From an optimization exercise on the open Yosys and OpenROAD flow, aimed at small area, a short achievable clock period and few clock cycles per item; shortcuts taken in it are not production practice. Where RTL was checked, it was by simulation tests only, not by an equivalence proof against the original. Power figures rest on the tool's default switching activity, not on a simulated workload.

Setup of v6:
==> module addr_stream, before the edit <==
module addr_stream(
    input wire clk,
    input wire reset,
    input wire trigger,
    input wire [2:0] words,
    input wire [31:0] base,
    input wire ready,
    output wire valid,
    output wire [31:0] addr
);
    localparam G = 4;                       
    localparam NG = (27 + G - 1) / G;       
    reg busy;
    reg [2:0] idx;
    reg [2:0] flip_lo;
    reg [NG-1:0] carry;
    assign valid = trigger | busy;
    wire hs = valid & ready;
    wire [2:0] idx_inc = idx + 3'd1;
    wire last = idx_inc == words;
    wire step = hs & !last;                 
    always @(posedge clk or posedge reset) begin
        if (reset) begin
            idx <= 3'd0;
            busy <= 1'b0;
        end else begin
            if (hs)
                idx <= last ? 3'd0 : idx_inc;
            if (hs)
                busy <= !last;
            else if (trigger)
                busy <= 1'b1;
        end
    end
    wire [2:0] lo_inc = addr[4:2] + 3'd1;
    wire carry_inc = carry[0] | (&addr[4:2]);
    wire [26:0] up = base[31:5];
    always @(posedge clk) begin
        if (step)
            flip_lo <= lo_inc ^ base[4:2];
        else if (!busy)
            flip_lo <= 3'd0;
    end
    reg carry0;
    always @(posedge clk) begin
        if (step)
            carry0 <= carry_inc;
        else if (!busy)
            carry0 <= 1'b0;
    end
    genvar g, k;
    generate
        for (g = 0; g < NG; g = g + 1) begin : grp
            if (g == 0) begin : first
                always @(*) carry[g] = carry0;
            end else begin : rest
                reg below;
                always @(posedge clk)
                    below <= &up[g*G-1:0];
                always @(*) carry[g] = carry0 & below;
            end
        end
    endgenerate
    assign addr[1:0] = 2'b00;
    assign addr[4:2] = base[4:2] ^ flip_lo;
    generate
        for (k = 0; k < 27; k = k + 1) begin : bit_up
            localparam integer GB = (k / G) * G;    
            wire inner;
            if (k == GB) begin : first
                assign inner = 1'b1;
            end else begin : rest
                assign inner = &up[k-1:GB];
            end
            assign addr[5 + k] = up[k] ^ (carry[k / G] & inner);
        end
    endgenerate
endmodule
clock: 4.0 ns
lec_check: 0
cap_margin: 20
core_margin: 2
core_utilization: 40
setup_slack_margin: 1.5
slew_margin: 20
standard.sh (not shown) runs the stock make flow with config.mk's settings and CLKGATE_MAP_FILE= SYNTH_SCRIPT=/design/flow/synth_recipe.tcl, a recipe that flattens the netlist after the stock synthesis.
==> flow/flow/run.sh <==
#!/bin/bash
# Standard layout, but with the smallest buffer on the ports (the flow upsizes
# them where timing needs it).
set -euo pipefail
export BUFFER_PORTS_ARGS="-buffer_cell sky130_fd_sc_hd__buf_1"
bash standard.sh > standard.log 2>&1
Testbench counts of v6, summed over its fixed seeds: cycles 5,957, words 1,889.
Changes in v7 relative to v6:
--- a/flow/design.v
+++ b/flow/design.v
@@ -95,23 +95,20 @@
         else if (!busy)
             flip_lo <= 3'd0;
     end
-    reg carry0;
-    always @(posedge clk) begin
-        if (step)
-            carry0 <= carry_inc;
-        else if (!busy)
-            carry0 <= 1'b0;
-    end
     genvar g, k;
     generate
         for (g = 0; g < NG; g = g + 1) begin : grp
+            wire below;
             if (g == 0) begin : first
-                always @(*) carry[g] = carry0;
+                assign below = 1'b1;
             end else begin : rest
-                reg below;
-                always @(posedge clk)
-                    below <= &up[g*G-1:0];
-                always @(*) carry[g] = carry0 & below;
+                assign below = &up[g*G-1:0];
+            end
+            always @(posedge clk) begin
+                if (step)
+                    carry[g] <= carry_inc & below;
+                else if (!busy)
+                    carry[g] <= 1'b0;
             end
         end
     endgenerate
--- outcome ---
Having completed the whole flow, v7 delivered a layout that passed the timing, design-rule and antenna checks. Met2 demand-to-capacity share in global routing: v7 vs v6 up 1.4 points. Count of flip-flops with a built-in enable after synthesis is higher on v7. Detailed route, v7 vs v6: via total higher for v7. v6 -> v7: internal power contribution increased by more than 10%. v6 has a higher number of non-clock buffers than v7. v7 vs v6: fraction of standard cell area in multi-input logic down in v7. Of v7 and v6, it is v7 that has the higher compound-gate portion of the synthesized area. Relative to v6, wire length on met3 has gone up in v7. Proportion of power drawn by combinational gates, v7 and v6: smaller value in v6. Going from v6 to v7, the shortest period the worst path allows was found to have gone down by 39 ps. Net switching fraction of the power for v7: 3.2 points up relative to v6. Looking at layout overhead on the synthesized area across v7 and v6, the one that comes out lower is v7.
The RTL of v7 was laid out without a check of its function.

[afterwards: timing with drivers on the ports]
No port has a modelled driver above. Below, the same layouts with a new extraction and two added sets of constraints. Step 1 (the two cells are an assumption about what drives the block):
set clk [get_ports {clk}]
set_driving_cell -lib_cell sky130_fd_sc_hd__clkbuf_16 $clk
set_driving_cell -lib_cell sky130_fd_sc_hd__buf_2 [delete_from_list [all_inputs] $clk]
Step 2, shift: input delay + t, output delay - t, t = (earliest + latest rising clock arrival at the registers) / 2. This alone moves slack from input paths to output paths. Three values: no drivers, after step 1, after step 2; two values: the first two.
| run | shift t [ns] | slack for setup (ns) | hold slack, ns | worst setup path at the end | pins driven straight from the clock port |
|---|---|---|---|---|---|
| v6 | 0.299 | 1.648 / 1.619 / 1.619 | 0.491 / 0.491 / 0.491 | input to output | 1 |
| v7 | 0.305 | 1.687 / 1.654 / 1.400 | 0.483 / 0.483 / 0.483 | input to register | 1 |
After both steps every run listed still meets setup and hold. For v7, which loses most, drivers alone change the setup slack by -0.033 ns; drivers and shift together by -0.287 ns.
